Background: an optimization exercise with open tools, aiming at small area, a short achievable clock period and few clock cycles per item. Do not read the settings as production practice. Only simulation tests tie the RTL to the original design; equivalence was not proved. Power figures rest on the tool's default switching activity, not on a simulated workload.

==> flow/design.v <==
module fir (
	input clock,
	input aclr,
	input load,
	input [31:0] dataa,
	output [31:0] result
);
	reg [31:0] xr;
	reg [31:0] s2;
	reg [3:1] cy2;
	reg [31:0] s3;
	reg [3:1] cy3;
	reg [31:0] s4;
	reg [3:1] cy4;
	reg [31:0] s5;
	reg [3:1] cy5;
	reg [31:0] s6;
	reg [3:1] cy6;
	reg [31:0] s7;
	reg [3:1] cy7;
	reg [31:0] s8;
	reg [3:1] cy8;
	reg [31:0] s9;
	reg [3:1] cy9;
	reg [31:0] s10;
	reg [3:1] cy10;
	reg [31:0] s11;
	reg [3:1] cy11;
	reg [31:0] s12;
	reg [3:1] cy12;
	reg [31:0] s13;
	reg [3:1] cy13;
	reg [31:0] s14;
	reg [3:1] cy14;
	reg [31:0] s15;
	reg [3:1] cy15;
	reg [31:0] s16;
	reg [3:1] cy16;
	reg [31:0] s17;
	reg [3:1] cy17;
	reg [31:0] s18;
	reg [3:1] cy18;
	reg [31:0] s19;
	reg [3:1] cy19;
	reg [31:0] s20;
	reg [3:1] cy20;
	reg [31:0] s21;
	reg [3:1] cy21;
	reg [31:0] s22;
	reg [3:1] cy22;
	reg [31:0] s23;
	reg [3:1] cy23;
	reg [31:0] s24;
	reg [3:1] cy24;
	reg [31:0] s25;
	reg [3:1] cy25;
	reg [31:0] s26;
	reg [3:1] cy26;
	reg [31:0] s27;
	reg [3:1] cy27;
	reg [31:0] s28;
	reg [3:1] cy28;
	reg [31:0] s29;
	reg [3:1] cy29;
	reg [31:0] s30;
	reg [3:1] cy30;
	reg [31:0] s31;
	reg [3:1] cy31;
	reg [31:0] s32;
	reg [3:1] cy32;
	reg [31:0] s33;
	reg [3:1] cy33;
	reg [31:0] s34;
	reg [3:1] cy34;
	reg [31:0] s35;
	reg [3:1] cy35;
	reg [31:0] s36;
	reg [3:1] cy36;
	reg [31:0] s37;
	reg [3:1] cy37;
	reg [31:0] s38;
	reg [3:1] cy38;
	reg [31:0] s39;
	reg [3:1] cy39;
	reg [31:0] s40;
	reg [3:1] cy40;
	reg [31:0] s41;
	reg [3:1] cy41;
	reg [31:0] s42;
	reg [3:1] cy42;
	reg [31:0] s43;
	reg [3:1] cy43;
	reg [31:0] s44;
	reg [3:1] cy44;
	reg [31:0] s45;
	reg [3:1] cy45;
	reg [31:0] s46;
	reg [3:1] cy46;
	reg [31:0] s47;
	reg [3:1] cy47;
	reg [31:0] s48;
	reg [3:1] cy48;
	reg [31:0] s49;
	wire [31:0] p3 = xr + {xr[30:0],1'b0};
	wire [31:0] p5 = xr + {xr[29:0],2'b0};
	wire [31:0] m7 = xr - {xr[28:0],3'b0};
	wire [31:0] p9 = xr + {xr[28:0],3'b0};
	wire [31:0] m31 = xr - {xr[26:0],5'b0};
	wire [31:0] a2 = ~xr;
	wire [31:0] b2 = s3;
	wire [31:0] n2;
	wire [3:1] ncy2;
	rca #(8) u2_0 (.a(a2[7:0]), .b(b2[7:0]), .ci(1'b1), .s(n2[7:0]), .co(ncy2[1]));
	rca #(8) u2_1 (.a(a2[15:8]), .b(b2[15:8]), .ci(cy3[1]), .s(n2[15:8]), .co(ncy2[2]));
	rca #(8) u2_2 (.a(a2[23:16]), .b(b2[23:16]), .ci(cy3[2]), .s(n2[23:16]), .co(ncy2[3]));
	rca #(8) u2_3 (.a(a2[31:24]), .b(b2[31:24]), .ci(cy3[3]), .s(n2[31:24]), .co());
	wire [31:0] a3 = ~{xr[30:0],1'b0};
	wire [31:0] b3 = s4;
	wire [31:0] n3;
	wire [3:1] ncy3;
	rca #(8) u3_0 (.a(a3[7:0]), .b(b3[7:0]), .ci(1'b1), .s(n3[7:0]), .co(ncy3[1]));
	rca #(8) u3_1 (.a(a3[15:8]), .b(b3[15:8]), .ci(cy4[1]), .s(n3[15:8]), .co(ncy3[2]));
	rca #(8) u3_2 (.a(a3[23:16]), .b(b3[23:16]), .ci(cy4[2]), .s(n3[23:16]), .co(ncy3[3]));
	rca #(8) u3_3 (.a(a3[31:24]), .b(b3[31:24]), .ci(cy4[3]), .s(n3[31:24]), .co());
	wire [31:0] a4 = xr;
	wire [31:0] b4 = s5;
	wire [31:0] n4;
	wire [3:1] ncy4;
	rca #(8) u4_0 (.a(a4[7:0]), .b(b4[7:0]), .ci(1'b0), .s(n4[7:0]), .co(ncy4[1]));
	rca #(8) u4_1 (.a(a4[15:8]), .b(b4[15:8]), .ci(cy5[1]), .s(n4[15:8]), .co(ncy4[2]));
	rca #(8) u4_2 (.a(a4[23:16]), .b(b4[23:16]), .ci(cy5[2]), .s(n4[23:16]), .co(ncy4[3]));
	rca #(8) u4_3 (.a(a4[31:24]), .b(b4[31:24]), .ci(cy5[3]), .s(n4[31:24]), .co());
	wire [31:0] n5 = s6;
	wire [3:1] ncy5 = cy6;
	wire [31:0] a6 = ~{xr[30:0],1'b0};
	wire [31:0] b6 = s7;
	wire [31:0] n6;
	wire [3:1] ncy6;
	rca #(8) u6_0 (.a(a6[7:0]), .b(b6[7:0]), .ci(1'b1), .s(n6[7:0]), .co(ncy6[1]));
	rca #(8) u6_1 (.a(a6[15:8]), .b(b6[15:8]), .ci(cy7[1]), .s(n6[15:8]), .co(ncy6[2]));
	rca #(8) u6_2 (.a(a6[23:16]), .b(b6[23:16]), .ci(cy7[2]), .s(n6[23:16]), .co(ncy6[3]));
	rca #(8) u6_3 (.a(a6[31:24]), .b(b6[31:24]), .ci(cy7[3]), .s(n6[31:24]), .co());
	wire [31:0] a7 = xr;
	wire [31:0] b7 = s8;
	wire [31:0] n7;
	wire [3:1] ncy7;
	rca #(8) u7_0 (.a(a7[7:0]), .b(b7[7:0]), .ci(1'b0), .s(n7[7:0]), .co(ncy7[1]));
	rca #(8) u7_1 (.a(a7[15:8]), .b(b7[15:8]), .ci(cy8[1]), .s(n7[15:8]), .co(ncy7[2]));
	rca #(8) u7_2 (.a(a7[23:16]), .b(b7[23:16]), .ci(cy8[2]), .s(n7[23:16]), .co(ncy7[3]));
	rca #(8) u7_3 (.a(a7[31:24]), .b(b7[31:24]), .ci(cy8[3]), .s(n7[31:24]), .co());
	wire [31:0] a8 = xr;
	wire [31:0] b8 = s9;
	wire [31:0] n8;
	wire [3:1] ncy8;
	rca #(8) u8_0 (.a(a8[7:0]), .b(b8[7:0]), .ci(1'b0), .s(n8[7:0]), .co(ncy8[1]));
	rca #(8) u8_1 (.a(a8[15:8]), .b(b8[15:8]), .ci(cy9[1]), .s(n8[15:8]), .co(ncy8[2]));
	rca #(8) u8_2 (.a(a8[23:16]), .b(b8[23:16]), .ci(cy9[2]), .s(n8[23:16]), .co(ncy8[3]));
	rca #(8) u8_3 (.a(a8[31:24]), .b(b8[31:24]), .ci(cy9[3]), .s(n8[31:24]), .co());
	wire [31:0] a9 = ~p3;
	wire [31:0] b9 = s10;
	wire [31:0] n9;
	wire [3:1] ncy9;
	rca #(8) u9_0 (.a(a9[7:0]), .b(b9[7:0]), .ci(1'b1), .s(n9[7:0]), .co(ncy9[1]));
	rca #(8) u9_1 (.a(a9[15:8]), .b(b9[15:8]), .ci(cy10[1]), .s(n9[15:8]), .co(ncy9[2]));
	rca #(8) u9_2 (.a(a9[23:16]), .b(b9[23:16]), .ci(cy10[2]), .s(n9[23:16]), .co(ncy9[3]));
	rca #(8) u9_3 (.a(a9[31:24]), .b(b9[31:24]), .ci(cy10[3]), .s(n9[31:24]), .co());
	wire [31:0] a10 = xr;
	wire [31:0] b10 = s11;
	wire [31:0] n10;
	wire [3:1] ncy10;
	rca #(8) u10_0 (.a(a10[7:0]), .b(b10[7:0]), .ci(1'b0), .s(n10[7:0]), .co(ncy10[1]));
	rca #(8) u10_1 (.a(a10[15:8]), .b(b10[15:8]), .ci(cy11[1]), .s(n10[15:8]), .co(ncy10[2]));
	rca #(8) u10_2 (.a(a10[23:16]), .b(b10[23:16]), .ci(cy11[2]), .s(n10[23:16]), .co(ncy10[3]));
	rca #(8) u10_3 (.a(a10[31:24]), .b(b10[31:24]), .ci(cy11[3]), .s(n10[31:24]), .co());
	wire [31:0] a11 = p3;
	wire [31:0] b11 = s12;
	wire [31:0] n11;
	wire [3:1] ncy11;
	rca #(8) u11_0 (.a(a11[7:0]), .b(b11[7:0]), .ci(1'b0), .s(n11[7:0]), .co(ncy11[1]));
	rca #(8) u11_1 (.a(a11[15:8]), .b(b11[15:8]), .ci(cy12[1]), .s(n11[15:8]), .co(ncy11[2]));
	rca #(8) u11_2 (.a(a11[23:16]), .b(b11[23:16]), .ci(cy12[2]), .s(n11[23:16]), .co(ncy11[3]));
	rca #(8) u11_3 (.a(a11[31:24]), .b(b11[31:24]), .ci(cy12[3]), .s(n11[31:24]), .co());
	wire [31:0] a12 = ~p5;
	wire [31:0] b12 = s13;
	wire [31:0] n12;
	wire [3:1] ncy12;
	rca #(8) u12_0 (.a(a12[7:0]), .b(b12[7:0]), .ci(1'b1), .s(n12[7:0]), .co(ncy12[1]));
	rca #(8) u12_1 (.a(a12[15:8]), .b(b12[15:8]), .ci(cy13[1]), .s(n12[15:8]), .co(ncy12[2]));
	rca #(8) u12_2 (.a(a12[23:16]), .b(b12[23:16]), .ci(cy13[2]), .s(n12[23:16]), .co(ncy12[3]));
	rca #(8) u12_3 (.a(a12[31:24]), .b(b12[31:24]), .ci(cy13[3]), .s(n12[31:24]), .co());
	wire [31:0] n13 = s14;
	wire [3:1] ncy13 = cy14;
	wire [31:0] a14 = {p3[30:0],1'b0};
	wire [31:0] b14 = s15;
	wire [31:0] n14;
	wire [3:1] ncy14;
	rca #(8) u14_0 (.a(a14[7:0]), .b(b14[7:0]), .ci(1'b0), .s(n14[7:0]), .co(ncy14[1]));
	rca #(8) u14_1 (.a(a14[15:8]), .b(b14[15:8]), .ci(cy15[1]), .s(n14[15:8]), .co(ncy14[2]));
	rca #(8) u14_2 (.a(a14[23:16]), .b(b14[23:16]), .ci(cy15[2]), .s(n14[23:16]), .co(ncy14[3]));
	rca #(8) u14_3 (.a(a14[31:24]), .b(b14[31:24]), .ci(cy15[3]), .s(n14[31:24]), .co());
	wire [31:0] a15 = ~{p3[30:0],1'b0};
	wire [31:0] b15 = s16;
	wire [31:0] n15;
	wire [3:1] ncy15;
	rca #(8) u15_0 (.a(a15[7:0]), .b(b15[7:0]), .ci(1'b1), .s(n15[7:0]), .co(ncy15[1]));
	rca #(8) u15_1 (.a(a15[15:8]), .b(b15[15:8]), .ci(cy16[1]), .s(n15[15:8]), .co(ncy15[2]));
	rca #(8) u15_2 (.a(a15[23:16]), .b(b15[23:16]), .ci(cy16[2]), .s(n15[23:16]), .co(ncy15[3]));
	rca #(8) u15_3 (.a(a15[31:24]), .b(b15[31:24]), .ci(cy16[3]), .s(n15[31:24]), .co());
	wire [31:0] a16 = ~p3;
	wire [31:0] b16 = s17;
	wire [31:0] n16;
	wire [3:1] ncy16;
	rca #(8) u16_0 (.a(a16[7:0]), .b(b16[7:0]), .ci(1'b1), .s(n16[7:0]), .co(ncy16[1]));
	rca #(8) u16_1 (.a(a16[15:8]), .b(b16[15:8]), .ci(cy17[1]), .s(n16[15:8]), .co(ncy16[2]));
	rca #(8) u16_2 (.a(a16[23:16]), .b(b16[23:16]), .ci(cy17[2]), .s(n16[23:16]), .co(ncy16[3]));
	rca #(8) u16_3 (.a(a16[31:24]), .b(b16[31:24]), .ci(cy17[3]), .s(n16[31:24]), .co());
	wire [31:0] a17 = {p5[30:0],1'b0};
	wire [31:0] b17 = s18;
	wire [31:0] n17;
	wire [3:1] ncy17;
	rca #(8) u17_0 (.a(a17[7:0]), .b(b17[7:0]), .ci(1'b0), .s(n17[7:0]), .co(ncy17[1]));
	rca #(8) u17_1 (.a(a17[15:8]), .b(b17[15:8]), .ci(cy18[1]), .s(n17[15:8]), .co(ncy17[2]));
	rca #(8) u17_2 (.a(a17[23:16]), .b(b17[23:16]), .ci(cy18[2]), .s(n17[23:16]), .co(ncy17[3]));
	rca #(8) u17_3 (.a(a17[31:24]), .b(b17[31:24]), .ci(cy18[3]), .s(n17[31:24]), .co());
	wire [31:0] a18 = m7;
	wire [31:0] b18 = s19;
	wire [31:0] n18;
	wire [3:1] ncy18;
	rca #(8) u18_0 (.a(a18[7:0]), .b(b18[7:0]), .ci(1'b0), .s(n18[7:0]), .co(ncy18[1]));
	rca #(8) u18_1 (.a(a18[15:8]), .b(b18[15:8]), .ci(cy19[1]), .s(n18[15:8]), .co(ncy18[2]));
	rca #(8) u18_2 (.a(a18[23:16]), .b(b18[23:16]), .ci(cy19[2]), .s(n18[23:16]), .co(ncy18[3]));
	rca #(8) u18_3 (.a(a18[31:24]), .b(b18[31:24]), .ci(cy19[3]), .s(n18[31:24]), .co());
	wire [31:0] a19 = ~p9;
	wire [31:0] b19 = s20;
	wire [31:0] n19;
	wire [3:1] ncy19;
	rca #(8) u19_0 (.a(a19[7:0]), .b(b19[7:0]), .ci(1'b1), .s(n19[7:0]), .co(ncy19[1]));
	rca #(8) u19_1 (.a(a19[15:8]), .b(b19[15:8]), .ci(cy20[1]), .s(n19[15:8]), .co(ncy19[2]));
	rca #(8) u19_2 (.a(a19[23:16]), .b(b19[23:16]), .ci(cy20[2]), .s(n19[23:16]), .co(ncy19[3]));
	rca #(8) u19_3 (.a(a19[31:24]), .b(b19[31:24]), .ci(cy20[3]), .s(n19[31:24]), .co());
	wire [31:0] o1_20 = {xr[27:0],4'b0};
	wire [31:0] o2_20 = p3;
	wire [31:0] a20 = o1_20 ^ o2_20 ^ s21;
	wire [31:0] m20 = (o1_20 & o2_20) | (o1_20 & s21) | (o2_20 & s21);
	wire [31:0] b20 = {m20[30:0], 1'b0};
	wire [31:0] n20;
	wire [3:1] ncy20;
	rca #(8) u20_0 (.a(a20[7:0]), .b(b20[7:0]), .ci(1'b0), .s(n20[7:0]), .co(ncy20[1]));
	rca #(8) u20_1 (.a(a20[15:8]), .b(b20[15:8]), .ci(cy21[1]), .s(n20[15:8]), .co(ncy20[2]));
	rca #(8) u20_2 (.a(a20[23:16]), .b(b20[23:16]), .ci(cy21[2]), .s(n20[23:16]), .co(ncy20[3]));
	rca #(8) u20_3 (.a(a20[31:24]), .b(b20[31:24]), .ci(cy21[3]), .s(n20[31:24]), .co());
	wire [31:0] a21 = m7;
	wire [31:0] b21 = s22;
	wire [31:0] n21;
	wire [3:1] ncy21;
	rca #(8) u21_0 (.a(a21[7:0]), .b(b21[7:0]), .ci(1'b0), .s(n21[7:0]), .co(ncy21[1]));
	rca #(8) u21_1 (.a(a21[15:8]), .b(b21[15:8]), .ci(cy22[1]), .s(n21[15:8]), .co(ncy21[2]));
	rca #(8) u21_2 (.a(a21[23:16]), .b(b21[23:16]), .ci(cy22[2]), .s(n21[23:16]), .co(ncy21[3]));
	rca #(8) u21_3 (.a(a21[31:24]), .b(b21[31:24]), .ci(cy22[3]), .s(n21[31:24]), .co());
	wire [31:0] a22 = m31;
	wire [31:0] b22 = s23;
	wire [31:0] n22;
	wire [3:1] ncy22;
	rca #(8) u22_0 (.a(a22[7:0]), .b(b22[7:0]), .ci(1'b0), .s(n22[7:0]), .co(ncy22[1]));
	rca #(8) u22_1 (.a(a22[15:8]), .b(b22[15:8]), .ci(cy23[1]), .s(n22[15:8]), .co(ncy22[2]));
	rca #(8) u22_2 (.a(a22[23:16]), .b(b22[23:16]), .ci(cy23[2]), .s(n22[23:16]), .co(ncy22[3]));
	rca #(8) u22_3 (.a(a22[31:24]), .b(b22[31:24]), .ci(cy23[3]), .s(n22[31:24]), .co());
	wire [31:0] o1_23 = {xr[25:0],6'b0};
	wire [31:0] o2_23 = {p5[30:0],1'b0};
	wire [31:0] a23 = o1_23 ^ o2_23 ^ s24;
	wire [31:0] m23 = (o1_23 & o2_23) | (o1_23 & s24) | (o2_23 & s24);
	wire [31:0] b23 = {m23[30:0], 1'b0};
	wire [31:0] n23;
	wire [3:1] ncy23;
	rca #(8) u23_0 (.a(a23[7:0]), .b(b23[7:0]), .ci(1'b0), .s(n23[7:0]), .co(ncy23[1]));
	rca #(8) u23_1 (.a(a23[15:8]), .b(b23[15:8]), .ci(cy24[1]), .s(n23[15:8]), .co(ncy23[2]));
	rca #(8) u23_2 (.a(a23[23:16]), .b(b23[23:16]), .ci(cy24[2]), .s(n23[23:16]), .co(ncy23[3]));
	rca #(8) u23_3 (.a(a23[31:24]), .b(b23[31:24]), .ci(cy24[3]), .s(n23[31:24]), .co());
	wire [31:0] o1_24 = {p5[26:0],5'b0};
	wire [31:0] o2_24 = p3;
	wire [31:0] a24 = o1_24 ^ o2_24 ^ s25;
	wire [31:0] m24 = (o1_24 & o2_24) | (o1_24 & s25) | (o2_24 & s25);
	wire [31:0] b24 = {m24[30:0], 1'b0};
	wire [31:0] n24;
	wire [3:1] ncy24;
	rca #(8) u24_0 (.a(a24[7:0]), .b(b24[7:0]), .ci(1'b0), .s(n24[7:0]), .co(ncy24[1]));
	rca #(8) u24_1 (.a(a24[15:8]), .b(b24[15:8]), .ci(cy25[1]), .s(n24[15:8]), .co(ncy24[2]));
	rca #(8) u24_2 (.a(a24[23:16]), .b(b24[23:16]), .ci(cy25[2]), .s(n24[23:16]), .co(ncy24[3]));
	rca #(8) u24_3 (.a(a24[31:24]), .b(b24[31:24]), .ci(cy25[3]), .s(n24[31:24]), .co());
	wire [31:0] o1_25 = {xr[25:0],6'b0};
	wire [31:0] o2_25 = {p5[30:0],1'b0};
	wire [31:0] a25 = o1_25 ^ o2_25 ^ s26;
	wire [31:0] m25 = (o1_25 & o2_25) | (o1_25 & s26) | (o2_25 & s26);
	wire [31:0] b25 = {m25[30:0], 1'b0};
	wire [31:0] n25;
	wire [3:1] ncy25;
	rca #(8) u25_0 (.a(a25[7:0]), .b(b25[7:0]), .ci(1'b0), .s(n25[7:0]), .co(ncy25[1]));
	rca #(8) u25_1 (.a(a25[15:8]), .b(b25[15:8]), .ci(cy26[1]), .s(n25[15:8]), .co(ncy25[2]));
	rca #(8) u25_2 (.a(a25[23:16]), .b(b25[23:16]), .ci(cy26[2]), .s(n25[23:16]), .co(ncy25[3]));
	rca #(8) u25_3 (.a(a25[31:24]), .b(b25[31:24]), .ci(cy26[3]), .s(n25[31:24]), .co());
	wire [31:0] a26 = m31;
	wire [31:0] b26 = s27;
	wire [31:0] n26;
	wire [3:1] ncy26;
	rca #(8) u26_0 (.a(a26[7:0]), .b(b26[7:0]), .ci(1'b0), .s(n26[7:0]), .co(ncy26[1]));
	rca #(8) u26_1 (.a(a26[15:8]), .b(b26[15:8]), .ci(cy27[1]), .s(n26[15:8]), .co(ncy26[2]));
	rca #(8) u26_2 (.a(a26[23:16]), .b(b26[23:16]), .ci(cy27[2]), .s(n26[23:16]), .co(ncy26[3]));
	rca #(8) u26_3 (.a(a26[31:24]), .b(b26[31:24]), .ci(cy27[3]), .s(n26[31:24]), .co());
	wire [31:0] a27 = m7;
	wire [31:0] b27 = s28;
	wire [31:0] n27;
	wire [3:1] ncy27;
	rca #(8) u27_0 (.a(a27[7:0]), .b(b27[7:0]), .ci(1'b0), .s(n27[7:0]), .co(ncy27[1]));
	rca #(8) u27_1 (.a(a27[15:8]), .b(b27[15:8]), .ci(cy28[1]), .s(n27[15:8]), .co(ncy27[2]));
	rca #(8) u27_2 (.a(a27[23:16]), .b(b27[23:16]), .ci(cy28[2]), .s(n27[23:16]), .co(ncy27[3]));
	rca #(8) u27_3 (.a(a27[31:24]), .b(b27[31:24]), .ci(cy28[3]), .s(n27[31:24]), .co());
	wire [31:0] o1_28 = {xr[27:0],4'b0};
	wire [31:0] o2_28 = p3;
	wire [31:0] a28 = o1_28 ^ o2_28 ^ s29;
	wire [31:0] m28 = (o1_28 & o2_28) | (o1_28 & s29) | (o2_28 & s29);
	wire [31:0] b28 = {m28[30:0], 1'b0};
	wire [31:0] n28;
	wire [3:1] ncy28;
	rca #(8) u28_0 (.a(a28[7:0]), .b(b28[7:0]), .ci(1'b0), .s(n28[7:0]), .co(ncy28[1]));
	rca #(8) u28_1 (.a(a28[15:8]), .b(b28[15:8]), .ci(cy29[1]), .s(n28[15:8]), .co(ncy28[2]));
	rca #(8) u28_2 (.a(a28[23:16]), .b(b28[23:16]), .ci(cy29[2]), .s(n28[23:16]), .co(ncy28[3]));
	rca #(8) u28_3 (.a(a28[31:24]), .b(b28[31:24]), .ci(cy29[3]), .s(n28[31:24]), .co());
	wire [31:0] a29 = ~p9;
	wire [31:0] b29 = s30;
	wire [31:0] n29;
	wire [3:1] ncy29;
	rca #(8) u29_0 (.a(a29[7:0]), .b(b29[7:0]), .ci(1'b1), .s(n29[7:0]), .co(ncy29[1]));
	rca #(8) u29_1 (.a(a29[15:8]), .b(b29[15:8]), .ci(cy30[1]), .s(n29[15:8]), .co(ncy29[2]));
	rca #(8) u29_2 (.a(a29[23:16]), .b(b29[23:16]), .ci(cy30[2]), .s(n29[23:16]), .co(ncy29[3]));
	rca #(8) u29_3 (.a(a29[31:24]), .b(b29[31:24]), .ci(cy30[3]), .s(n29[31:24]), .co());
	wire [31:0] a30 = m7;
	wire [31:0] b30 = s31;
	wire [31:0] n30;
	wire [3:1] ncy30;
	rca #(8) u30_0 (.a(a30[7:0]), .b(b30[7:0]), .ci(1'b0), .s(n30[7:0]), .co(ncy30[1]));
	rca #(8) u30_1 (.a(a30[15:8]), .b(b30[15:8]), .ci(cy31[1]), .s(n30[15:8]), .co(ncy30[2]));
	rca #(8) u30_2 (.a(a30[23:16]), .b(b30[23:16]), .ci(cy31[2]), .s(n30[23:16]), .co(ncy30[3]));
	rca #(8) u30_3 (.a(a30[31:24]), .b(b30[31:24]), .ci(cy31[3]), .s(n30[31:24]), .co());
	wire [31:0] a31 = {p5[30:0],1'b0};
	wire [31:0] b31 = s32;
	wire [31:0] n31;
	wire [3:1] ncy31;
	rca #(8) u31_0 (.a(a31[7:0]), .b(b31[7:0]), .ci(1'b0), .s(n31[7:0]), .co(ncy31[1]));
	rca #(8) u31_1 (.a(a31[15:8]), .b(b31[15:8]), .ci(cy32[1]), .s(n31[15:8]), .co(ncy31[2]));
	rca #(8) u31_2 (.a(a31[23:16]), .b(b31[23:16]), .ci(cy32[2]), .s(n31[23:16]), .co(ncy31[3]));
	rca #(8) u31_3 (.a(a31[31:24]), .b(b31[31:24]), .ci(cy32[3]), .s(n31[31:24]), .co());
	wire [31:0] a32 = ~p3;
	wire [31:0] b32 = s33;
	wire [31:0] n32;
	wire [3:1] ncy32;
	rca #(8) u32_0 (.a(a32[7:0]), .b(b32[7:0]), .ci(1'b1), .s(n32[7:0]), .co(ncy32[1]));
	rca #(8) u32_1 (.a(a32[15:8]), .b(b32[15:8]), .ci(cy33[1]), .s(n32[15:8]), .co(ncy32[2]));
	rca #(8) u32_2 (.a(a32[23:16]), .b(b32[23:16]), .ci(cy33[2]), .s(n32[23:16]), .co(ncy32[3]));
	rca #(8) u32_3 (.a(a32[31:24]), .b(b32[31:24]), .ci(cy33[3]), .s(n32[31:24]), .co());
	wire [31:0] a33 = ~{p3[30:0],1'b0};
	wire [31:0] b33 = s34;
	wire [31:0] n33;
	wire [3:1] ncy33;
	rca #(8) u33_0 (.a(a33[7:0]), .b(b33[7:0]), .ci(1'b1), .s(n33[7:0]), .co(ncy33[1]));
	rca #(8) u33_1 (.a(a33[15:8]), .b(b33[15:8]), .ci(cy34[1]), .s(n33[15:8]), .co(ncy33[2]));
	rca #(8) u33_2 (.a(a33[23:16]), .b(b33[23:16]), .ci(cy34[2]), .s(n33[23:16]), .co(ncy33[3]));
	rca #(8) u33_3 (.a(a33[31:24]), .b(b33[31:24]), .ci(cy34[3]), .s(n33[31:24]), .co());
	wire [31:0] a34 = {p3[30:0],1'b0};
	wire [31:0] b34 = s35;
	wire [31:0] n34;
	wire [3:1] ncy34;
	rca #(8) u34_0 (.a(a34[7:0]), .b(b34[7:0]), .ci(1'b0), .s(n34[7:0]), .co(ncy34[1]));
	rca #(8) u34_1 (.a(a34[15:8]), .b(b34[15:8]), .ci(cy35[1]), .s(n34[15:8]), .co(ncy34[2]));
	rca #(8) u34_2 (.a(a34[23:16]), .b(b34[23:16]), .ci(cy35[2]), .s(n34[23:16]), .co(ncy34[3]));
	rca #(8) u34_3 (.a(a34[31:24]), .b(b34[31:24]), .ci(cy35[3]), .s(n34[31:24]), .co());
	wire [31:0] n35 = s36;
	wire [3:1] ncy35 = cy36;
	wire [31:0] a36 = ~p5;
	wire [31:0] b36 = s37;
	wire [31:0] n36;
	wire [3:1] ncy36;
	rca #(8) u36_0 (.a(a36[7:0]), .b(b36[7:0]), .ci(1'b1), .s(n36[7:0]), .co(ncy36[1]));
	rca #(8) u36_1 (.a(a36[15:8]), .b(b36[15:8]), .ci(cy37[1]), .s(n36[15:8]), .co(ncy36[2]));
	rca #(8) u36_2 (.a(a36[23:16]), .b(b36[23:16]), .ci(cy37[2]), .s(n36[23:16]), .co(ncy36[3]));
	rca #(8) u36_3 (.a(a36[31:24]), .b(b36[31:24]), .ci(cy37[3]), .s(n36[31:24]), .co());
	wire [31:0] a37 = p3;
	wire [31:0] b37 = s38;
	wire [31:0] n37;
	wire [3:1] ncy37;
	rca #(8) u37_0 (.a(a37[7:0]), .b(b37[7:0]), .ci(1'b0), .s(n37[7:0]), .co(ncy37[1]));
	rca #(8) u37_1 (.a(a37[15:8]), .b(b37[15:8]), .ci(cy38[1]), .s(n37[15:8]), .co(ncy37[2]));
	rca #(8) u37_2 (.a(a37[23:16]), .b(b37[23:16]), .ci(cy38[2]), .s(n37[23:16]), .co(ncy37[3]));
	rca #(8) u37_3 (.a(a37[31:24]), .b(b37[31:24]), .ci(cy38[3]), .s(n37[31:24]), .co());
	wire [31:0] a38 = xr;
	wire [31:0] b38 = s39;
	wire [31:0] n38;
	wire [3:1] ncy38;
	rca #(8) u38_0 (.a(a38[7:0]), .b(b38[7:0]), .ci(1'b0), .s(n38[7:0]), .co(ncy38[1]));
	rca #(8) u38_1 (.a(a38[15:8]), .b(b38[15:8]), .ci(cy39[1]), .s(n38[15:8]), .co(ncy38[2]));
	rca #(8) u38_2 (.a(a38[23:16]), .b(b38[23:16]), .ci(cy39[2]), .s(n38[23:16]), .co(ncy38[3]));
	rca #(8) u38_3 (.a(a38[31:24]), .b(b38[31:24]), .ci(cy39[3]), .s(n38[31:24]), .co());
	wire [31:0] a39 = ~p3;
	wire [31:0] b39 = s40;
	wire [31:0] n39;
	wire [3:1] ncy39;
	rca #(8) u39_0 (.a(a39[7:0]), .b(b39[7:0]), .ci(1'b1), .s(n39[7:0]), .co(ncy39[1]));
	rca #(8) u39_1 (.a(a39[15:8]), .b(b39[15:8]), .ci(cy40[1]), .s(n39[15:8]), .co(ncy39[2]));
	rca #(8) u39_2 (.a(a39[23:16]), .b(b39[23:16]), .ci(cy40[2]), .s(n39[23:16]), .co(ncy39[3]));
	rca #(8) u39_3 (.a(a39[31:24]), .b(b39[31:24]), .ci(cy40[3]), .s(n39[31:24]), .co());
	wire [31:0] a40 = xr;
	wire [31:0] b40 = s41;
	wire [31:0] n40;
	wire [3:1] ncy40;
	rca #(8) u40_0 (.a(a40[7:0]), .b(b40[7:0]), .ci(1'b0), .s(n40[7:0]), .co(ncy40[1]));
	rca #(8) u40_1 (.a(a40[15:8]), .b(b40[15:8]), .ci(cy41[1]), .s(n40[15:8]), .co(ncy40[2]));
	rca #(8) u40_2 (.a(a40[23:16]), .b(b40[23:16]), .ci(cy41[2]), .s(n40[23:16]), .co(ncy40[3]));
	rca #(8) u40_3 (.a(a40[31:24]), .b(b40[31:24]), .ci(cy41[3]), .s(n40[31:24]), .co());
	wire [31:0] a41 = xr;
	wire [31:0] b41 = s42;
	wire [31:0] n41;
	wire [3:1] ncy41;
	rca #(8) u41_0 (.a(a41[7:0]), .b(b41[7:0]), .ci(1'b0), .s(n41[7:0]), .co(ncy41[1]));
	rca #(8) u41_1 (.a(a41[15:8]), .b(b41[15:8]), .ci(cy42[1]), .s(n41[15:8]), .co(ncy41[2]));
	rca #(8) u41_2 (.a(a41[23:16]), .b(b41[23:16]), .ci(cy42[2]), .s(n41[23:16]), .co(ncy41[3]));
	rca #(8) u41_3 (.a(a41[31:24]), .b(b41[31:24]), .ci(cy42[3]), .s(n41[31:24]), .co());
	wire [31:0] a42 = ~{xr[30:0],1'b0};
	wire [31:0] b42 = s43;
	wire [31:0] n42;
	wire [3:1] ncy42;
	rca #(8) u42_0 (.a(a42[7:0]), .b(b42[7:0]), .ci(1'b1), .s(n42[7:0]), .co(ncy42[1]));
	rca #(8) u42_1 (.a(a42[15:8]), .b(b42[15:8]), .ci(cy43[1]), .s(n42[15:8]), .co(ncy42[2]));
	rca #(8) u42_2 (.a(a42[23:16]), .b(b42[23:16]), .ci(cy43[2]), .s(n42[23:16]), .co(ncy42[3]));
	rca #(8) u42_3 (.a(a42[31:24]), .b(b42[31:24]), .ci(cy43[3]), .s(n42[31:24]), .co());
	wire [31:0] n43 = s44;
	wire [3:1] ncy43 = cy44;
	wire [31:0] a44 = xr;
	wire [31:0] b44 = s45;
	wire [31:0] n44;
	wire [3:1] ncy44;
	rca #(8) u44_0 (.a(a44[7:0]), .b(b44[7:0]), .ci(1'b0), .s(n44[7:0]), .co(ncy44[1]));
	rca #(8) u44_1 (.a(a44[15:8]), .b(b44[15:8]), .ci(cy45[1]), .s(n44[15:8]), .co(ncy44[2]));
	rca #(8) u44_2 (.a(a44[23:16]), .b(b44[23:16]), .ci(cy45[2]), .s(n44[23:16]), .co(ncy44[3]));
	rca #(8) u44_3 (.a(a44[31:24]), .b(b44[31:24]), .ci(cy45[3]), .s(n44[31:24]), .co());
	wire [31:0] a45 = ~{xr[30:0],1'b0};
	wire [31:0] b45 = s46;
	wire [31:0] n45;
	wire [3:1] ncy45;
	rca #(8) u45_0 (.a(a45[7:0]), .b(b45[7:0]), .ci(1'b1), .s(n45[7:0]), .co(ncy45[1]));
	rca #(8) u45_1 (.a(a45[15:8]), .b(b45[15:8]), .ci(cy46[1]), .s(n45[15:8]), .co(ncy45[2]));
	rca #(8) u45_2 (.a(a45[23:16]), .b(b45[23:16]), .ci(cy46[2]), .s(n45[23:16]), .co(ncy45[3]));
	rca #(8) u45_3 (.a(a45[31:24]), .b(b45[31:24]), .ci(cy46[3]), .s(n45[31:24]), .co());
	wire [31:0] a46 = ~xr;
	wire [31:0] b46 = s47;
	wire [31:0] n46;
	wire [3:1] ncy46;
	rca #(8) u46_0 (.a(a46[7:0]), .b(b46[7:0]), .ci(1'b1), .s(n46[7:0]), .co(ncy46[1]));
	rca #(8) u46_1 (.a(a46[15:8]), .b(b46[15:8]), .ci(cy47[1]), .s(n46[15:8]), .co(ncy46[2]));
	rca #(8) u46_2 (.a(a46[23:16]), .b(b46[23:16]), .ci(cy47[2]), .s(n46[23:16]), .co(ncy46[3]));
	rca #(8) u46_3 (.a(a46[31:24]), .b(b46[31:24]), .ci(cy47[3]), .s(n46[31:24]), .co());
	wire [31:0] a47 = {xr[30:0],1'b0};
	wire [31:0] b47 = s48;
	wire [31:0] n47;
	wire [3:1] ncy47;
	rca #(8) u47_0 (.a(a47[7:0]), .b(b47[7:0]), .ci(1'b0), .s(n47[7:0]), .co(ncy47[1]));
	rca #(8) u47_1 (.a(a47[15:8]), .b(b47[15:8]), .ci(cy48[1]), .s(n47[15:8]), .co(ncy47[2]));
	rca #(8) u47_2 (.a(a47[23:16]), .b(b47[23:16]), .ci(cy48[2]), .s(n47[23:16]), .co(ncy47[3]));
	rca #(8) u47_3 (.a(a47[31:24]), .b(b47[31:24]), .ci(cy48[3]), .s(n47[31:24]), .co());
	wire [31:0] a48 = xr;
	wire [31:0] b48 = s49;
	wire [31:0] n48;
	wire [3:1] ncy48;
	rca #(8) u48_0 (.a(a48[7:0]), .b(b48[7:0]), .ci(1'b0), .s(n48[7:0]), .co(ncy48[1]));
	rca #(8) u48_1 (.a(a48[15:8]), .b(b48[15:8]), .ci(1'b0), .s(n48[15:8]), .co(ncy48[2]));
	rca #(8) u48_2 (.a(a48[23:16]), .b(b48[23:16]), .ci(1'b0), .s(n48[23:16]), .co(ncy48[3]));
	rca #(8) u48_3 (.a(a48[31:24]), .b(b48[31:24]), .ci(1'b0), .s(n48[31:24]), .co());
	wire [31:0] n49 = xr;
	wire [31:0] cv2 = {1'b0,1'b0,1'b0,1'b0,1'b0,1'b0,1'b0,cy2[3],1'b0,1'b0,1'b0,1'b0,1'b0,1'b0,1'b0,cy2[2],1'b0,1'b0,1'b0,1'b0,1'b0,1'b0,1'b0,cy2[1],1'b0,1'b0,1'b0,1'b0,1'b0,1'b0,1'b0,1'b0};
	wire [31:0] S = {xr[30:0],1'b0} + s2 + cv2;
	wire [16:0] ylo = {1'b0, dataa[15:0]} + {1'b0, S[15:0]};
	wire [15:0] yhi = dataa[31:16] + S[31:16];
	reg [7:0] rlo;
	reg rc;
	reg [15:0] rhi;
	assign result = {8'b0, rhi + {15'b0, rc}, rlo};
	always @(posedge clock) begin
		if (load) begin
			rlo <= ylo[15:8];
			rc <= ylo[16];
			rhi <= yhi;
		end
	end
	always @(posedge clock) begin
		if (aclr) begin
			xr <= 32'd0;
			s2 <= 32'd0;
			cy2 <= 3'd0;
			s3 <= 32'd0;
			cy3 <= 3'd0;
			s4 <= 32'd0;
			cy4 <= 3'd0;
			s5 <= 32'd0;
			cy5 <= 3'd0;
			s6 <= 32'd0;
			cy6 <= 3'd0;
			s7 <= 32'd0;
			cy7 <= 3'd0;
			s8 <= 32'd0;
			cy8 <= 3'd0;
			s9 <= 32'd0;
			cy9 <= 3'd0;
			s10 <= 32'd0;
			cy10 <= 3'd0;
			s11 <= 32'd0;
			cy11 <= 3'd0;
			s12 <= 32'd0;
			cy12 <= 3'd0;
			s13 <= 32'd0;
			cy13 <= 3'd0;
			s14 <= 32'd0;
			cy14 <= 3'd0;
			s15 <= 32'd0;
			cy15 <= 3'd0;
			s16 <= 32'd0;
			cy16 <= 3'd0;
			s17 <= 32'd0;
			cy17 <= 3'd0;
			s18 <= 32'd0;
			cy18 <= 3'd0;
			s19 <= 32'd0;
			cy19 <= 3'd0;
			s20 <= 32'd0;
			cy20 <= 3'd0;
			s21 <= 32'd0;
			cy21 <= 3'd0;
			s22 <= 32'd0;
			cy22 <= 3'd0;
			s23 <= 32'd0;
			cy23 <= 3'd0;
			s24 <= 32'd0;
			cy24 <= 3'd0;
			s25 <= 32'd0;
			cy25 <= 3'd0;
			s26 <= 32'd0;
			cy26 <= 3'd0;
			s27 <= 32'd0;
			cy27 <= 3'd0;
			s28 <= 32'd0;
			cy28 <= 3'd0;
			s29 <= 32'd0;
			cy29 <= 3'd0;
			s30 <= 32'd0;
			cy30 <= 3'd0;
			s31 <= 32'd0;
			cy31 <= 3'd0;
			s32 <= 32'd0;
			cy32 <= 3'd0;
			s33 <= 32'd0;
			cy33 <= 3'd0;
			s34 <= 32'd0;
			cy34 <= 3'd0;
			s35 <= 32'd0;
			cy35 <= 3'd0;
			s36 <= 32'd0;
			cy36 <= 3'd0;
			s37 <= 32'd0;
			cy37 <= 3'd0;
			s38 <= 32'd0;
			cy38 <= 3'd0;
			s39 <= 32'd0;
			cy39 <= 3'd0;
			s40 <= 32'd0;
			cy40 <= 3'd0;
			s41 <= 32'd0;
			cy41 <= 3'd0;
			s42 <= 32'd0;
			cy42 <= 3'd0;
			s43 <= 32'd0;
			cy43 <= 3'd0;
			s44 <= 32'd0;
			cy44 <= 3'd0;
			s45 <= 32'd0;
			cy45 <= 3'd0;
			s46 <= 32'd0;
			cy46 <= 3'd0;
			s47 <= 32'd0;
			cy47 <= 3'd0;
			s48 <= 32'd0;
			cy48 <= 3'd0;
			s49 <= 32'd0;
		end else if (load) begin
			xr <= dataa;
			s2 <= n2;
			cy2 <= ncy2;
			s3 <= n3;
			cy3 <= ncy3;
			s4 <= n4;
			cy4 <= ncy4;
			s5 <= n5;
			cy5 <= ncy5;
			s6 <= n6;
			cy6 <= ncy6;
			s7 <= n7;
			cy7 <= ncy7;
			s8 <= n8;
			cy8 <= ncy8;
			s9 <= n9;
			cy9 <= ncy9;
			s10 <= n10;
			cy10 <= ncy10;
			s11 <= n11;
			cy11 <= ncy11;
			s12 <= n12;
			cy12 <= ncy12;
			s13 <= n13;
			cy13 <= ncy13;
			s14 <= n14;
			cy14 <= ncy14;
			s15 <= n15;
			cy15 <= ncy15;
			s16 <= n16;
			cy16 <= ncy16;
			s17 <= n17;
			cy17 <= ncy17;
			s18 <= n18;
			cy18 <= ncy18;
			s19 <= n19;
			cy19 <= ncy19;
			s20 <= n20;
			cy20 <= ncy20;
			s21 <= n21;
			cy21 <= ncy21;
			s22 <= n22;
			cy22 <= ncy22;
			s23 <= n23;
			cy23 <= ncy23;
			s24 <= n24;
			cy24 <= ncy24;
			s25 <= n25;
			cy25 <= ncy25;
			s26 <= n26;
			cy26 <= ncy26;
			s27 <= n27;
			cy27 <= ncy27;
			s28 <= n28;
			cy28 <= ncy28;
			s29 <= n29;
			cy29 <= ncy29;
			s30 <= n30;
			cy30 <= ncy30;
			s31 <= n31;
			cy31 <= ncy31;
			s32 <= n32;
			cy32 <= ncy32;
			s33 <= n33;
			cy33 <= ncy33;
			s34 <= n34;
			cy34 <= ncy34;
			s35 <= n35;
			cy35 <= ncy35;
			s36 <= n36;
			cy36 <= ncy36;
			s37 <= n37;
			cy37 <= ncy37;
			s38 <= n38;
			cy38 <= ncy38;
			s39 <= n39;
			cy39 <= ncy39;
			s40 <= n40;
			cy40 <= ncy40;
			s41 <= n41;
			cy41 <= ncy41;
			s42 <= n42;
			cy42 <= ncy42;
			s43 <= n43;
			cy43 <= ncy43;
			s44 <= n44;
			cy44 <= ncy44;
			s45 <= n45;
			cy45 <= ncy45;
			s46 <= n46;
			cy46 <= ncy46;
			s47 <= n47;
			cy47 <= ncy47;
			s48 <= n48;
			cy48 <= ncy48;
			s49 <= n49;
		end
	end
endmodule
module rca #(parameter N = 8) (
	input [N-1:0] a,
	input [N-1:0] b,
	input ci,
	output [N-1:0] s,
	output co
);
	wire [N:0] c;
	assign c[0] = ci;
	genvar i;
	generate
		for (i = 0; i < N; i = i + 1) begin : g
			assign s[i] = a[i] ^ b[i] ^ c[i];
			assign c[i+1] = (a[i] & b[i]) | (c[i] & (a[i] ^ b[i]));
		end
	endgenerate
	assign co = c[N];
endmodule
module CI_fir
	(
		input 		reset,
		input		clk,
		input		clk_en,
		input	[31:0]	dataa,
		input	[31:0]	datab,
		input		start,
		output	[31:0]	result,
		output		done
	);
	wire        load = start & clk_en & ~reset;
	fir Inst_fir(
		.clock	(clk),
		.aclr	(reset),
		.load	(load),
		.dataa	(dataa),
		.result	(result)
	);
	reg done_reg;
	always @ (posedge clk) begin
		if (reset) begin
			done_reg <= 1'b0;
		end else if (clk_en) begin
			done_reg <= start;
		end
	end
	assign done = done_reg & clk_en;
endmodule
==> flow/run.sh <==
#!/bin/bash
# synth_recipe.tcl (not shown) runs the flow's synth.tcl, then flattens the netlist and writes it again
# the make line also repeats each setting of config.mk as NAME=value (left out here)
make -C /OpenROAD-flow-scripts/flow DESIGN_CONFIG=/design/flow/config.mk WORK_HOME=/design/flow/orfs CLKGATE_MAP_FILE= SYNTH_SCRIPT=/design/flow/synth_recipe.tcl finish
==> flow/config.mk <==
export PLATFORM = sky130hd
export DESIGN_NAME = CI_fir
export DESIGN_NICKNAME = CI_fir
export VERILOG_FILES = /design/flow/design.v
export SDC_FILE = /design/flow/constraint.sdc
export NUM_CORES = 4
export LEC_CHECK = 0
export CAP_MARGIN = 20
export CORE_MARGIN = 2
export CORE_UTILIZATION = 45
export SLEW_MARGIN = 20
==> flow/constraint.sdc <==
create_clock -name core_clock -period 17.0 [get_ports {clk}]
set_input_delay 3.4000 -clock core_clock [delete_from_list [all_inputs] [get_ports {clk}]]
set_output_delay 3.4000 -clock core_clock [all_outputs]
set_load 0.01 [all_outputs]
==> out/qor.csv <==
metric,value,unit
R2R cell count,25,
worst min-delay path startpoint,Inst_fir.s44[22],
Crit path buffers/inverters,4,
most common cell in the synthesized netlist,nand2_1,
P_sw,3.57,mW
"setup slack, reg-to-reg",8300,ps
TritonCTS clock tree,yes,
Synth Instances,11000,
Synth Register Bits,1735,
synth warn,2,
Slew @ Worst Pin,1170,ps
Startpoint Class,flip-flop,
PD cells,103,nW/um2
worst hold path type,flip-flop to flip-flop,
sw frac,30.7,%
grt met2 use,33.3,%
Reg power frac,39.2,%
Final Max Slew Viols,0,
Initial Util,45.2,%
Worst path slowest cell,o41ai_1,
row count,175,
CTS Hold Bufs,0,
# Post-CTS Setup Buffers,0,
RSZ-0062 raised after global routing,false,
synthesized area per cell,9.34,um2
worst vdd ir,109,uV
Internal,8.05,mW
Static Leak,43.6,nW
num ports,101,
dpl hpwl,175000,um
worst-path fanout max,30,
Clk network pwr share,38.5,%
Synth area leader,dfxtp_1,
GRT Total Usage,22.1,%
Final Critical Period,8700,ps
top post-synthesis cells by area,"dfxtp_1, fa_1, nand2_1, a21oi_1, a211oi_1",
Resized cells post-CTS,0,
routing usage on met3,3.05,%
post-synthesis async set-or-reset flop share,0,%
share of the synthesized area in the top cell type,33.3,%
fin crit share,51.2,%
DRT iter0 DRCs,5367,
Required @ worst endpoint,17740,ps
Root Buffer,clkbuf_16,
"slowest stage delay, CP",1010,ps
total grt overflow,0,
status,"complete, no violations",
met1 Usage GRT,33.5,%
Post-synth EDFFs,25,
Routability Congestion,0.921,
dominant cell type by count on the critical path,fa_1,
Fin. Hold Viols,0,
CTS Sinks,1735,
initial antenna violation count,6,
setup tns final,0,ps
CTS buffer count,192,
layout cell share with drive strength beyond 1,4.79,%
Netlist cell types,91,
Crit Reg-Reg Startpoint,Inst_fir.xr[3],
first-pass GRT wire length,408000,um
Bufs on Longest Clock Path,3,
Achievable Freq,115,MHz
"Clk Latency, worst-skew pair",860,ps
"delay-heaviest family, CP",adder cells,
vias,71900,
htree depth,4,
Commonest cells post-synth,"nand2_1, dfxtp_1, fa_1",
Min-Delay Path Depth,2,
Setup Skew,47.5,ps
critical path class,flip-flop to flip-flop,
vias per cell,5.15,
Buffers on Ports,60,
gr busiest metal,met1,
die height,482,um
wire per inst,18.1,um
final setup violation count,0,
Area Overhead vs Synth,9.90,%
critical path arrival,9440,ps
Synth Flop Type,dfxtp_1,
First-pass DRT Iterations,6,
Worst Hold Endpoint,Inst_fir.s43[22],
"Seq/Total Area, Yosys",34.0,%
number of global-route vias before repair,73100,
Crit. End Element,flip-flop,
DRC Markers,0,
NumNets Final,12600,
Max Cap Violations,0,
Die X,482,um
largest net degree at the start of global routing,248,
total wire length,253000,um
Worst R2R End,Inst_fir.s29[31],
Rel. slew slack,22.3,%
Final Power,11.6,mW
Die Footprint,232000,um2
clock slew at reported path FFs,60,ps
Routed Antenna Nets,0,
Core Region,227000,um2
Mapped Area,103000,um2
combinational power share,22.3,%
[worst max-delay path by stage]
stage | from | end | cells after the start
final | Inst_fir.xr[3] | Inst_fir.s29[31] | 25
after global routing | Inst_fir.xr[3] | Inst_fir.s29[31] | 25
after CTS | Inst_fir.xr[3] | Inst_fir.s29[31] | 25
after detailed placement | Inst_fir.xr[3] | Inst_fir.s29[31] | 25
after global placement | Inst_fir.xr[3] | Inst_fir.s19[31] | 25
after floorplan | Inst_fir.xr[2] | Inst_fir.s28[31] | 23
[cell families after synthesis]
family | share of synthesized area [%]
and+or+nand+nor | 12.1
xor gates and xnor gates | 2.63
other | 0.00365
buffers and inverters | 7.09
muxes | 0.0487
DFF | 34.0
AOI/OAI and AO/OA | 13.2
adders and majority gates | 31.0
[layer usage]
metal | wire, um | share of wire [%]
met1 | 124000 | 49
met4 | 5040 | 2.0
met5 | 13 | 0.0051
met2 | 112000 | 44
met3 | 12600 | 5.0
[power by group through the flow]
stage	combinational (mW)	sequential (mW)	clock (mW)
2_1_floorplan	1.82	4.61	0
3_3_place_gp	2.54	4.63	0
3_5_place_dp	2.58	4.64	0
4_1_cts	2.62	4.56	4.57
5_1_grt	2.99	4.59	4.74
6_report	2.59	4.55	4.47
[worst register-to-register path, stage by stage, from the launching register on]
cell	delay, ps
dfxtp_2	310
buf_4	550
inv_1	420
ha_1	470
inv_1	170
o311ai_0	270
a21oi_1	520
a21oi_1	230
o41ai_1	1010
o21ba_2	360
a21oi_1	110
o21bai_1	180
xnor2_1	270
fa_1	270
inv_1	60
fa_1	430
fa_1	500
fa_1	470
fa_1	460
fa_1	430
fa_1	420
xnor2_1	200
xnor2_1	160
xnor2_1	140
nand2_1	70
a21oi_1	150
[per-stage QoR]
stage / hold slack [ps] / area [um2] / setup WS, ps / util (%) / instances
finish: 437 / 113000 / 8300 / 49.7 / 14000
floorplan: 432 / 103000 / 8900 / - / 11000
global route: 459 / 113000 / 8070 / 49.7 / 14000
CTS: 438 / 113000 / 8420 / 49.7 / 14000
global placement: 436 / 106000 / 8550 / 46.7 / 13600
detailed placement: 442 / 106000 / 8460 / 46.7 / 13600
[area by class of cell]
class	instances	area [um2]
Antenna cell	3	7.51
Clock buffer	281	5630
Clock inverter	74	1160
Fill cell	21000	114000
Inverter	1322	4960
Multi-Input combinational cell	7353	60700
Sequential cell	1735	35000
Tap cell	3009	3760
Timing Repair Buffer	185	1780
[placed cells by master (no fill, tap or decap), drive strengths merged, types with 7 or more instances in the layout]
| cell | synthesis | layout |
|---|---|---|
| a211o | 8 | 8 |
| a211oi | 701 | 701 |
| a21boi | 8 | 8 |
| a21o | 71 | 71 |
| a21oi | 1182 | 1182 |
| a31oi | 14 | 14 |
| and2 | 9 | 9 |
| and3 | 15 | 15 |
| buf | 31 | 125 |
| bufinv | 0 | 24 |
| clkbuf | 577 | 282 |
| clkdlybuf4s50 | 0 | 59 |
| clkinv | 2 | 45 |
| conb | 1 | 8 |
| dfxtp | 1710 | 1710 |
| edfxtp | 25 | 25 |
| fa | 1398 | 1398 |
| ha | 308 | 308 |
| inv | 1320 | 1326 |
| nand2 | 2115 | 2115 |
| nand2b | 29 | 29 |
| nand3 | 42 | 42 |
| nand3b | 9 | 9 |
| nand4 | 15 | 15 |
| nor2 | 802 | 802 |
| nor2b | 28 | 28 |
| nor3 | 43 | 43 |
| o211ai | 14 | 14 |
| o21a | 15 | 15 |
| o21ai | 81 | 81 |
| o21bai | 35 | 35 |
| o311ai | 9 | 9 |
| o31ai | 7 | 7 |
| or2 | 8 | 8 |
| xnor2 | 206 | 206 |
| xnor3 | 10 | 10 |
| xor2 | 74 | 74 |
Testbench counts, summed over its fixed seeds: cycles 9,608, items 9,600.

afterwards: timing with drivers on the ports:
No port has a modelled driver above. Below, the same layout with a new extraction and two added sets of constraints.
Step 1, drivers: a clkbuf_16 drives clk and a buf_2 each remaining input, both assumed.
Step 2, shift: input delay + t, output delay - t, t = (earliest + latest rising clock arrival at the registers) / 2. This alone moves slack from input paths to output paths.
Three values: no drivers, after step 1, after step 2; two values: the first two.
t, ns: 0.941
setup slack, ns: 8.301 / 8.301 / 8.301
slew at the worst register clock pin (ns): 0.07 / 0.07
After both steps setup and hold are still met in this run. The setup slack of this run moves by 0.000 ns with the drivers and by 0.000 ns with both steps.
